This is an optimization exercise on Yosys and OpenROAD, whose aim is small area and a short achievable clock period, not a production implementation.
RTL that was checked went through simulation tests only; none was proved equivalent to the original.
The clock port is modelled as an ideal driver; clocking choices that lean on that would not hold on a real chip.
Power is estimated from default activity; no workload was simulated.

==> module Lowpass, before the edit <==
module Lowpass(input clk, input rst, input en, input [15:0] in, output [15:0] out);
	reg [15:0] ff [31:0];
	reg [15:0] acc;
	assign out = en ? {6'b0, acc[15:6]} : 16'b0;
	integer i;
	always @(posedge clk or posedge rst) begin
		if (rst) begin
			for (i = 0; i < 32; i = i + 1)
				ff[i] <= 16'b0;
			acc <= 16'b0;
		end else if (en) begin
			ff[0] <= in;
			for (i = 1; i < 32; i = i + 1)
				ff[i] <= ff[i-1];
			acc <= acc + in - ff[31];
		end
	end
endmodule
make LEC_CHECK=0 CAP_MARGIN=20 CORE_MARGIN=2 CORE_UTILIZATION=40 SLEW_MARGIN=20 finish   # period 10.0 ns
run.sh (not shown) runs the stock make flow with config.mk's settings and CLKGATE_MAP_FILE= SYNTH_SCRIPT=/design/flow/synth_recipe.tcl, a recipe that flattens the netlist after the stock synthesis.
Change:
==> flow/design.v (replaced) <==
module Lowpass(input clk, input rst, input en, input [15:0] in, output [15:0] out);
	reg [15:0] ff [31:0];
	reg [15:0] acc;
	reg [4:0]  cnt;
	reg        full;
	wire [15:0] old = full ? ff[31] : 16'b0;
	assign out = en ? {6'b0, acc[15:6]} : 16'b0;
	integer i;
	always @(posedge clk) begin
		if (en) begin
			ff[0] <= in;
			for (i = 1; i < 32; i = i + 1)
				ff[i] <= ff[i-1];
		end
	end
	always @(posedge clk or posedge rst) begin
		if (rst) begin
			acc  <= 16'b0;
			cnt  <= 5'b0;
			full <= 1'b0;
		end else if (en) begin
			acc <= acc + in - old;
			cnt <= cnt + 5'd1;
			if (cnt == 5'd31)
				full <= 1'b1;
		end
	end
endmodule
Effect: Total power shrinks by about a fifth; sequential power shrinks by about a fifth; worst setup slack gets better by 120 ps; via count shrinks by a quarter to a third; non-clock buffer count shrinks by 6; final cell count shrinks by a quarter to a third; worst hold slack gets worse by 67 ps; first-iteration DRC count grows by a quarter to a third; cell area shrinks by roughly a tenth; utilization grows by 0.45 points; count of clock-buffer cells in the layout shrinks by 17; register-to-register slack gets worse by 720 ps.

* * *

Another version of the RTL of Lowpass (not shown whole).
For scale: roughly 530 flip-flops, roughly 35 I/O pins.
==> module Lowpass, before the edit <==
module Lowpass(input clk, input rst, input en, input [15:0] in, output [15:0] out);
	reg [15:0] ff [31:0];
	reg [15:0] acc;
	reg [4:0]  cnt;
	reg        full;
	wire [15:0] old = full ? ff[31] : 16'b0;
	assign out = en ? {6'b0, acc[15:6]} : 16'b0;
	integer i;
	always @(posedge clk) begin
		if (en) begin
			ff[0] <= in;
			for (i = 1; i < 32; i = i + 1)
				ff[i] <= ff[i-1];
		end
	end
	always @(posedge clk or posedge rst) begin
		if (rst) begin
			acc  <= 16'b0;
			cnt  <= 5'b0;
			full <= 1'b0;
		end else if (en) begin
			acc <= acc + in + ~old + 16'd1;
			cnt <= cnt + 5'd1;
			if (cnt == 5'd31)
				full <= 1'b1;
		end
	end
endmodule
==> flow/config.mk <==
export PLATFORM = sky130hd
export DESIGN_NAME = Lowpass
export DESIGN_NICKNAME = Lowpass
export VERILOG_FILES = /design/flow/design.v
export SDC_FILE = /design/flow/constraint.sdc
export NUM_CORES = 4
export LEC_CHECK = 0
export CAP_MARGIN = 20
export CORE_MARGIN = 2
export CORE_UTILIZATION = 60
export CTS_BUF_LIST = sky130_fd_sc_hd__clkbuf_16
export CTS_CLUSTER_DIAMETER = 100
export CTS_CLUSTER_SIZE = 30
export SETUP_SLACK_MARGIN = 5
export SLEW_MARGIN = 20
==> flow/constraint.sdc <==
create_clock -name core_clock -period 10.0 [get_ports {clk}]
set_input_delay 2.0000 -clock core_clock [delete_from_list [all_inputs] [get_ports {clk}]]
set_output_delay 2.0000 -clock core_clock [all_outputs]
set_load 0.01 [all_outputs]
standard.sh (not shown) runs the stock make flow with config.mk's settings and CLKGATE_MAP_FILE= SYNTH_SCRIPT=/design/flow/synth_recipe.tcl, a recipe that flattens the netlist after the stock synthesis.
==> flow/flow/run.sh <==
#!/bin/bash
# The standard layout, with a larger setup margin for timing repair, stronger
# port buffers, the en and out pins placed together (flow/pins.tcl), and
# flow/fix_en.tcl run before CTS and after CTS's timing repair (see that
# file); the repair after global routing is skipped so that it keeps that
# structure. make's output goes to flow_make.log; each step's log is under
# orfs/logs.
set -euo pipefail
bash standard.sh SETUP_SLACK_MARGIN=5.65 "BUFFER_PORTS_ARGS=-buffer_cell sky130_fd_sc_hd__buf_2" \
  "PRE_IO_PLACEMENT_TCL=$PWD/flow/pins.tcl" \
  "PRE_CTS_TCL=$PWD/flow/fix_en.tcl" "POST_CTS_TCL=$PWD/flow/fix_en.tcl" SKIP_INCREMENTAL_REPAIR=1 \
  FIX_EN_BUF=sky130_fd_sc_hd__buf_4 FIX_EN_INV=sky130_fd_sc_hd__inv_4 \
  finish > flow_make.log 2>&1
Other scripts of this flow, unchanged in this note and not shown: flow/flow/fix_en.tcl, flow/flow/pins.tcl
The first run completed without violations.
Edit:
--- a/flow/design.v
+++ b/flow/design.v
@@ -4,6 +4,52 @@
 	reg [4:0]  cnt;
 	reg        full;
 	wire [15:0] old = full ? ff[31] : 16'b0;
+	wire [15:0] nold = ~old;
+	wire [15:0] csa_s = acc ^ in ^ nold;
+	wire [15:0] csa_c = (acc & in) | (acc & nold) | (in & nold);
+	wire [15:0] pa = csa_s;
+	wire [15:0] pb = {csa_c[14:0], 1'b1};
+	wire [15:0] g0 = pa & pb;
+	wire [15:0] p0 = pa ^ pb;
+	wire gg1 = g0[1] | (p0[1] & g0[0]);
+	wire gg2 = g0[3] | (p0[3] & g0[2]);
+	wire pp2 = p0[3] & p0[2];
+	wire gg3 = g0[5] | (p0[5] & g0[4]);
+	wire pp3 = p0[5] & p0[4];
+	wire gg4 = g0[7] | (p0[7] & g0[6]);
+	wire pp4 = p0[7] & p0[6];
+	wire gg5 = g0[9] | (p0[9] & g0[8]);
+	wire pp5 = p0[9] & p0[8];
+	wire gg6 = g0[11] | (p0[11] & g0[10]);
+	wire pp6 = p0[11] & p0[10];
+	wire gg7 = g0[13] | (p0[13] & g0[12]);
+	wire pp7 = p0[13] & p0[12];
+	wire gg8 = g0[15] | (p0[15] & g0[14]);
+	wire pp8 = p0[15] & p0[14];
+	wire gg9 = gg2 | (pp2 & gg1);
+	wire gg10 = gg4 | (pp4 & gg3);
+	wire pp10 = pp4 & pp3;
+	wire gg11 = gg6 | (pp6 & gg5);
+	wire pp11 = pp6 & pp5;
+	wire gg12 = gg8 | (pp8 & gg7);
+	wire pp12 = pp8 & pp7;
+	wire gg13 = gg10 | (pp10 & gg9);
+	wire gg14 = gg12 | (pp12 & gg11);
+	wire pp14 = pp12 & pp11;
+	wire gg15 = gg14 | (pp14 & gg13);
+	wire gg16 = gg11 | (pp11 & gg13);
+	wire gg17 = gg3 | (pp3 & gg9);
+	wire gg18 = gg5 | (pp5 & gg13);
+	wire gg19 = gg7 | (pp7 & gg16);
+	wire gg20 = g0[2] | (p0[2] & gg1);
+	wire gg21 = g0[4] | (p0[4] & gg9);
+	wire gg22 = g0[6] | (p0[6] & gg17);
+	wire gg23 = g0[8] | (p0[8] & gg13);
+	wire gg24 = g0[10] | (p0[10] & gg18);
+	wire gg25 = g0[12] | (p0[12] & gg16);
+	wire gg26 = g0[14] | (p0[14] & gg19);
+	wire [15:0] cy = {gg26, gg19, gg25, gg16, gg24, gg18, gg23, gg13, gg22, gg17, gg21, gg9, gg20, gg1, g0[0], 1'b0};
+	wire [15:0] rsum = p0 ^ cy;
 	assign out = en ? {6'b0, acc[15:6]} : 16'b0;
 	integer i;
 	always @(posedge clk) begin
@@ -19,7 +65,7 @@
 			cnt  <= 5'b0;
 			full <= 1'b0;
 		end else if (en) begin
-			acc <= acc + in + ~old + 16'd1;
+			acc <= rsum;
 			cnt <= cnt + 5'd1;
 			if (cnt == 5'd31)
 				full <= 1'b1;
The new run finished but failed the layout checks on capacitance limit, slew limit.
Synthesized cell count rose slightly.
Setup slack degrades by 5.4 ps.
Area after synthesis fell slightly.
Total power fell by a few percent.
Wire length fell by a few percent.
Global-route usage fell by 0.65 points.
Final cell count rose slightly.
The RTL of the second run of this note was laid out without a check of its function.

* * *

harbor:
Lowpass again, from the RTL that the note above started with.
==> flow/config.mk <==
export PLATFORM = sky130hd
export DESIGN_NAME = Lowpass
export DESIGN_NICKNAME = Lowpass
export VERILOG_FILES = /design/flow/design.v
export SDC_FILE = /design/flow/constraint.sdc
export NUM_CORES = 4
export LEC_CHECK = 0
export CAP_MARGIN = 20
export CORE_MARGIN = 2
export CORE_UTILIZATION = 60
export CTS_BUF_LIST = sky130_fd_sc_hd__clkbuf_16
export CTS_CLUSTER_DIAMETER = 100
export CTS_CLUSTER_SIZE = 30
export SETUP_SLACK_MARGIN = 5
export SLEW_MARGIN = 20
==> flow/constraint.sdc <==
create_clock -name core_clock -period 10.0 [get_ports {clk}]
set_input_delay 2.0000 -clock core_clock [delete_from_list [all_inputs] [get_ports {clk}]]
set_output_delay 2.0000 -clock core_clock [all_outputs]
set_load 0.01 [all_outputs]
==> flow/flow/run.sh <==
#!/bin/bash
# The standard layout, with a larger setup margin for timing repair and
# stronger port buffers. make's output goes to flow_make.log.
set -euo pipefail
bash standard.sh SETUP_SLACK_MARGIN=6 "BUFFER_PORTS_ARGS=-buffer_cell sky130_fd_sc_hd__buf_2" finish > flow_make.log 2>&1
Inputs modified between harbor and garnet:
--- a/flow/design.v
+++ b/flow/design.v
@@ -20,5 +20,5 @@
 			full <= 1'b0;
 		end else if (en) begin
-			acc <= acc + in + ~old + 16'd1;
+			acc <= acc + in - old;
 			cnt <= cnt + 5'd1;
 			if (cnt == 5'd31)
## What came out
Between garnet and harbor, wire length of the first global-routing pass is higher for harbor, garnet comes in under that. [compare] base=harbor new=garnet: number of cells on the worst reg-to-reg path shows an increase of 2; count of non-CTS buffers in the layout shows a reduction of about 10%; proportion of power drawn by flip-flops and latches shows a reduction of 1.9 points; final critical path time including I/O delays and setup shows a reduction of 0.053 ns. The via count reported for garnet is higher than the one for harbor. Taking harbor as the reference, in garnet wire length on met2 decreased by 60 um relative to the old numbers, power after layout increased by 2.0% relative to the old numbers, filler-free cell count of the finished design increased by about 4.4% relative to the old numbers, aggregate routed wire length decreased by 1.8% relative to the old numbers, share of total power in the clock network decreased by 0.7 points relative to the old numbers.

port drivers added, routing unchanged:
How much do the figures lean on ideal ports? The routed layouts below were timed once more, with nothing changed but the port constraints. Step 1, drivers: a clkbuf_16 drives clk and a buf_2 each remaining input, both assumed. Step 2 also shifts input and output timing later by t, the mid clock arrival at the registers, as if the neighbouring blocks saw the same clock. Slacks: ideal / step 1 / step 2; pairs: ideal / step 1.
run | shift t [ns] | setup slack, ns | hold WS [ns] | worst setup path after step 2
the first run of note 1 | 0.626 | 4.144 / 4.093 / 4.093 | 0.477 / 0.477 / 0.477 | input to output
the second run of note 1 | 0.603 | 4.267 / 4.220 / 4.220 | 0.409 / 0.409 / 0.409 | input to output
the first run of note 2 | 0.583 | 5.641 / 5.537 / 5.057 | 0.419 / 0.419 / 0.419 | input to register
the second run of note 2 | 0.577 | 5.635 / 5.534 / 5.013 | 0.411 / 0.411 / 0.411 | input to register
harbor | 0.591 | 5.458 / 5.269 / 5.269 | 0.417 / 0.417 / 0.417 | input to output
garnet | 0.577 | 5.511 / 5.376 / 5.376 | 0.411 / 0.411 / 0.411 | input to output
For the second run of note 2, which loses most, drivers alone change the setup slack by -0.101 ns; drivers and shift together by -0.622 ns.
